Background: an optimization exercise with open tools, aiming at small area. Do not read the settings as production practice.
RTL that was checked went through simulation tests only; none was proved equivalent to the original.
No driver is modelled on the clock port, so clock power and skew are understated where the tree is cut down; a real chip needs a root buffer or a tree.
Power and IR drop assume default switching activity.

==> run H: inputs <==
==> flow/design.v <==
module top #(
  parameter PWM_INTERVAL = 1200
)(
  input  logic clk,
  input  logic rst,
  output logic RGB_R,
  output logic RGB_G,
  output logic RGB_B
);
    localparam logic [4:0] C25_START = 5'b00101;
    logic [3:0] c16;     
    logic [1:0] c3;      
    logic [4:0] c25;     
    logic [2:0] sub;     
    logic [8:0] dq;      
    logic [2:0] j;       
    logic       o;       
    logic       nz;      
    logic [1:0] r;
    logic dir, c25_23, c25_24, at1198, wrap, sub4, step, dz, dmax, turn, dq_en, match;
    assign r      = c16[1:0];
    assign dir    = j[0] ^ j[1] ^ j[2];                         
    assign c25_23 = ~c25[3] & ~c25[1] & ~c25[0];
    assign c25_24 = ~c25[4] & ~c25[2] & ~c25[1];
    assign at1198 = (c16 == 4'd14) & c3[0] & c25_23;            
    assign wrap   = (c16 == 4'd15) & c3[1] & c25_24;            
    assign sub4   = sub[2] & ~sub[0];                           
    assign step   = wrap & sub4;                                
    assign dz     = (dq == 9'd0);
    assign dmax   = dq[8] & dq[5] & dq[3] & dq[1] & dq[0];      
    assign turn   = step & (dir ? dmax : dz);                   
    assign dq_en  = ((r == 2'd3) & ~(step & ~dir)) | (at1198 & sub4 & dir);
    assign match  = (r == 2'd0) & dz & (nz | ~dir);             
    always_ff @(posedge clk) begin
        if (rst) begin
            c16 <= '0;
            c3  <= '0;
            c25 <= C25_START;
            sub <= '0;
            dq  <= '0;
            j   <= '0;
            o   <= 1'b0;
            nz  <= 1'b0;
        end else begin
            c16 <= c16 + 4'd1;
            c3  <= {c3[0], ~c3[1] & ~c3[0]};
            c25 <= c25_24 ? C25_START : {c25[3:0], c25[4] ^ c25[1]};
            nz  <= ~wrap;
            o   <= ~wrap & (o | match);
            if (wrap)
                sub <= {sub[1] & sub[0], sub[0], ~sub[2]};
            if (dq_en)
                dq <= dmax ? 9'd0 : dq + 9'd1;
            if (turn)
                j <= {j[1], j[0], ~j[2]};
        end
    end
    logic g_fade, g_low, r_fade, r_low, b_fade, b_low;
    assign g_fade = ~(j[0] ^ j[2]);
    assign g_low  = j[2] & ~j[0];
    assign r_fade = j[0] ^ j[1];
    assign r_low  = j[0] & j[1];
    assign b_fade = j[1] ^ j[2];
    assign b_low  = ~j[1] & ~j[2];
    assign RGB_G = g_fade ? o : (g_low & nz);
    assign RGB_R = r_fade ? o : (r_low & nz);
    assign RGB_B = b_fade ? o : (b_low & nz);
endmodule
==> flow/flow/run.sh <==
#!/bin/bash
# Standard synthesis, then an area re-mapping of its combinational logic
# (flip-flops untouched), then the standard layout steps with a one-buffer
# clock tree and the smallest port buffers.
set -euo pipefail
HERE=$(pwd)
R=$HERE/orfs/results/sky130hd/top/base

bash standard.sh synth > synth.log 2>&1

cp $R/1_2_yosys.v $HERE/standard_synth.v
LIB_FILE=$FLOW_HOME/platforms/sky130hd/lib/sky130_fd_sc_hd__tt_025C_1v80.lib \
NETLIST_IN=$HERE/standard_synth.v NETLIST_OUT=$HERE/resyn.v \
  yosys -c flow/resyn.tcl > resyn.log 2>&1
cp $HERE/resyn.v $R/1_2_yosys.v
touch $R/1_2_yosys.v

export BUFFER_PORTS_ARGS="-buffer_cell sky130_fd_sc_hd__buf_1"
export ONE_CLOCK_BUFFER=sky130_fd_sc_hd__buf_12
export PRE_CTS_TCL=$HERE/flow/pre_cts.tcl
bash standard.sh finish > layout.log 2>&1
==> flow/flow/pre_cts.tcl <==
# Clock tree: one buffer, placed at the centre of the flip-flops, drives
# every flip-flop clock pin. The clock port then feeds only this buffer.
set sx 0.0
set sy 0.0
set n 0
foreach inst [[ord::get_db_block] getInsts] {
  if {[[$inst getMaster] isSequential]} {
    set bb [$inst getBBox]
    set sx [expr {$sx + ([$bb xMin] + [$bb xMax]) / 2.0}]
    set sy [expr {$sy + ([$bb yMin] + [$bb yMax]) / 2.0}]
    incr n
  }
}
set cx [ord::dbu_to_microns [expr {int($sx / $n)}]]
set cy [ord::dbu_to_microns [expr {int($sy / $n)}]]
puts "pre_cts: $n flip-flops, clock buffer at $cx $cy"
insert_buffer -buffer_cell $::env(ONE_CLOCK_BUFFER) -net clk -location [list $cx $cy] \
  -buffer_name clkbuf_root -net_name clknet_root
foreach inst [[ord::get_db_block] getInsts] {
  if {[string match "clkbuf_root*" [$inst getName]]} {
    [[$inst findITerm X] getNet] setSigType CLOCK
  }
}
global_connect
proc clock_tree_synthesis {args} {
  puts "clock_tree_synthesis skipped: the clock buffer was inserted by pre_cts.tcl"
}
==> flow/flow/resyn.tcl <==
# Re-map the combinational logic of the standard synthesis netlist for area.
# The flip-flops are kept as they are (same instances, names and cells).
# Several ABC scripts are tried; the netlist with the smallest area is kept.
yosys -import
set lib $::env(LIB_FILE)
set in  $::env(NETLIST_IN)
set out $::env(NETLIST_OUT)
set ds "&get -n;&deepsyn -T 30;&put"
set scripts [list \
  "+strash;$ds;dch -f;amap" \
  "+strash;$ds;dch -f;amap;strash;dch -f;amap" \
  "+strash;$ds;&get -n;&dch -f;&nf -a -R 1000;&put" \
  "+strash;&get -n;&deepsyn -T 30 -S 3;&put;dch -f;amap" \
  "+strash;&get -n;&deepsyn -T 30 -S 7;&put;dch -f;amap;strash;dch -f;amap" \
]
read_liberty -ignore_miss_func $lib
set ffs {}
foreach ff {dfxtp_1 dfxtp_2 dfxtp_4} {
  setattr -mod -set keep_hierarchy 1 sky130_fd_sc_hd__$ff
}
read_verilog $in
hierarchy -top top
flatten
delete t:\$scopeinfo
opt_clean
design -save start
set best_area 1e9
set best_i -1
set i 0
foreach script $scripts {
  design -load start
  abc -liberty $lib -dont_use *probe* -dont_use *lpflow* -script $script
  opt_clean
  set st [tee -q -s result.string stat -liberty $lib top]
  regexp {Chip area for module '\\top': ([0-9.]+)} $st -> area
  puts "resyn: script $i area $area"
  if {$area < $best_area} {
    set best_area $area
    set best_i $i
    design -save best
  }
  incr i
}
puts "resyn: best script $best_i area $best_area"
design -load best
setundef -zero
hilomap -singleton -hicell sky130_fd_sc_hd__conb_1 HI -locell sky130_fd_sc_hd__conb_1 LO
splitnets
opt_clean -purge
yosys rename -hide w:*.*
foreach ff {dfxtp_1 dfxtp_2 dfxtp_4} {
  setattr -mod -set blackbox 1 sky130_fd_sc_hd__$ff
}
tee -o resyn_stat.txt stat -liberty $lib top
select top
write_verilog -noattr -noexpr -nohex -nodec -selected $out
==> flow/standard.sh <==
#!/bin/bash
# synth_recipe.tcl (not shown) runs the flow's synth.tcl, then flattens the netlist and writes it again
# the make line also repeats each setting of config.mk as NAME=value (left out here)
make -C /OpenROAD-flow-scripts/flow DESIGN_CONFIG=/design/flow/config.mk WORK_HOME=/design/flow/orfs CLKGATE_MAP_FILE= SYNTH_SCRIPT=/design/flow/synth_recipe.tcl "${@:-finish}"
==> flow/config.mk <==
export PLATFORM = sky130hd
export DESIGN_NAME = top
export DESIGN_NICKNAME = top
export VERILOG_FILES = /design/flow/design.v
export SDC_FILE = /design/flow/constraint.sdc
export NUM_CORES = 4
export LEC_CHECK = 0
export CAP_MARGIN = 20
export CORE_AREA = 3 3 67 67
export DIE_AREA = 0 0 70 70
export SLEW_MARGIN = 20
==> flow/constraint.sdc <==
create_clock -name core_clock -period 10.0 [get_ports {clk}]
set_input_delay 2.0000 -clock core_clock [delete_from_list [all_inputs] [get_ports {clk}]]
set_output_delay 2.0000 -clock core_clock [all_outputs]
set_load 0.01 [all_outputs]
==> inputs of run B, as changes to run H <==
==> flow/design.v, changed modules only <==
module top #(
  parameter PWM_INTERVAL = 1200
)(
  input  logic clk,
  input  logic rst,
  output logic RGB_R,
  output logic RGB_G,
  output logic RGB_B
);
    logic [1:0] r;       
    logic [8:0] q;       
    logic [2:0] sub;     
    logic [8:0] dq;      
    logic [2:0] j;       
    logic       o;       
    logic       nz;      
    logic dir, qmax, last, wrap, step, dz, dmax, turn, dq_en, match;
    assign dir   = j[0] ^ j[1] ^ j[2];                         
    assign qmax  = q[8] & q[5] & q[3] & q[1] & q[0];           
    assign last  = qmax & sub[2] & ~sub[0];                              
    assign wrap  = (r == 2'd3) & qmax;                         
    assign step  = (r == 2'd3) & last;                         
    assign dz    = (dq == 9'd0);
    assign dmax  = dq[8] & dq[5] & dq[3] & dq[1] & dq[0];      
    assign turn  = step & (dir ? dmax : dz);                   
    assign dq_en = ((r == 2'd3) & ~(last & ~dir)) | ((r == 2'd2) & last & dir);
    assign match = (r == 2'd0) & dz & (nz | ~dir);             
    always_ff @(posedge clk) begin
        if (rst) begin
            r   <= '0;
            q   <= '0;
            sub <= '0;
            dq  <= '0;
            j   <= '0;
            o   <= 1'b0;
            nz  <= 1'b0;
        end else begin
            r  <= r + 2'd1;
            nz <= ~wrap;
            o  <= ~wrap & (o | match);
            if (wrap)
                q <= '0;
            else if (r == 2'd3)
                q <= q + 9'd1;
            if (wrap)
                sub <= {sub[1] & sub[0], sub[0], ~sub[2]};   
            if (dq_en)
                dq <= dmax ? 9'd0 : dq + 9'd1;
            if (turn)
                j <= {j[1], j[0], ~j[2]};
        end
    end
    logic g_fade, g_low, r_fade, r_low, b_fade, b_low;
    assign g_fade = ~(j[0] ^ j[2]);
    assign g_low  = j[2] & ~j[0];
    assign r_fade = j[0] ^ j[1];
    assign r_low  = j[0] & j[1];
    assign b_fade = j[1] ^ j[2];
    assign b_low  = ~j[1] & ~j[2];
    assign RGB_G = g_fade ? o : (g_low & nz);
    assign RGB_R = r_fade ? o : (r_low & nz);
    assign RGB_B = b_fade ? o : (b_low & nz);
endmodule
--- a/flow/flow/run.sh
+++ b/flow/flow/run.sh
@@ -1,6 +1,6 @@
 #!/bin/bash
 # Standard synthesis, then an area re-mapping of its combinational logic
-# (flip-flops untouched), then the standard layout steps with a one-buffer
-# clock tree and the smallest port buffers.
+# (flip-flops untouched), then the standard layout steps with a lighter
+# clock tree and port buffers.
 set -euo pipefail
 HERE=$(pwd)
@@ -12,4 +12,5 @@
 LIB_FILE=$FLOW_HOME/platforms/sky130hd/lib/sky130_fd_sc_hd__tt_025C_1v80.lib \
 NETLIST_IN=$HERE/standard_synth.v NETLIST_OUT=$HERE/resyn.v \
+ABC_SCRIPT="+strash;&get -n;&deepsyn -T 60;&put;dch -f;amap" \
   yosys -c flow/resyn.tcl > resyn.log 2>&1
 cp $HERE/resyn.v $R/1_2_yosys.v
==> flow/flow/resyn.tcl (replaced) <==
# Re-map the combinational logic of the standard synthesis netlist for area.
# The flip-flops are kept as they are (same instances, names and cells).
yosys -import
set lib $::env(LIB_FILE)
set in  $::env(NETLIST_IN)
set out $::env(NETLIST_OUT)
set script $::env(ABC_SCRIPT)
read_liberty -ignore_miss_func $lib
foreach ff {dfxtp_1 dfxtp_2 dfxtp_4} {
  setattr -mod -set keep_hierarchy 1 sky130_fd_sc_hd__$ff
}
read_verilog $in
hierarchy -top top
flatten
delete t:\$scopeinfo
opt_clean
abc -liberty $lib -dont_use *probe* -dont_use *lpflow* -script $script
opt_clean
setundef -zero
hilomap -singleton -hicell sky130_fd_sc_hd__conb_1 HI -locell sky130_fd_sc_hd__conb_1 LO
splitnets
opt_clean -purge
yosys rename -hide w:*.*
foreach ff {dfxtp_1 dfxtp_2 dfxtp_4} {
  setattr -mod -set blackbox 1 sky130_fd_sc_hd__$ff
}
tee -o resyn_stat.txt stat -liberty $lib top
select top
write_verilog -noattr -noexpr -nohex -nodec -selected $out
--- a/flow/config.mk
+++ b/flow/config.mk
@@ -7,5 +7,5 @@
 export LEC_CHECK = 0
 export CAP_MARGIN = 20
-export CORE_AREA = 3 3 67 67
-export DIE_AREA = 0 0 70 70
+export CORE_MARGIN = 2
+export CORE_UTILIZATION = 40
 export SLEW_MARGIN = 20
==> qor summary <==
	run H	run B
Number of logic stages on the critical path including buffering	4	5
N_taps	48	30
Switching share of total power	20.7%	20.0%
Multi-input combinational area share	36.9%	39.3%
Delay contributed by the slowest stage of the critical path	0.44 ns	0.40 ns
Via count of the first global-routing pass	767	746
Minimum setup slack in the final design	6.84 ns	6.82 ns
Part of the power in the clock network	24.2%	25.9%
GPL Wtd Cong	0.814	0.890
Inverters	19	17
Net Switching	0.0358 mW	0.0329 mW
Outcome	complete, no violations	complete, no violations
Initial drt markers	71	32
Final clock skew	0.00589 ns	0.00151 ns
Master of the slowest instance on the critical path	buf_1	dfxtp_1
Total global routing track utilization	7.16%	11.4%
Function not checked in run B: the RTL went through the layout flow alone. No run of this note takes its clock network from TritonCTS; it comes from the design's own scripts or RTL.

## re-timing with driven ports
The results above use ideal ports. As a check the final layouts listed here were re-extracted and re-timed, cells and wires unchanged.
Step 1 (the two cells are an assumption about what drives the block):
set clk [get_ports {clk}]
set_driving_cell -lib_cell sky130_fd_sc_hd__clkbuf_16 $clk
set_driving_cell -lib_cell sky130_fd_sc_hd__buf_2 [delete_from_list [all_inputs] $clk]
Step 2, shift: input delay + t, output delay - t, t = (earliest + latest rising clock arrival at the registers) / 2. This alone moves slack from input paths to output paths.
Slacks: ideal ports / drivers / drivers and shift; pairs: ideal ports / drivers.
run | t (ns) | slack for setup (ns) | worst data-port slew with drivers (ns) | cell pins on the clock port's net
run H | 0.163 | 6.840 / 6.816 / 6.682 | 0.03 | 1
run B | 0.167 | 6.817 / 6.784 / 6.893 | 0.03 | 1
After both steps every run listed still meets setup and hold. For run H, which loses most, drivers alone change the setup slack by -0.024 ns; drivers and shift together by -0.158 ns.
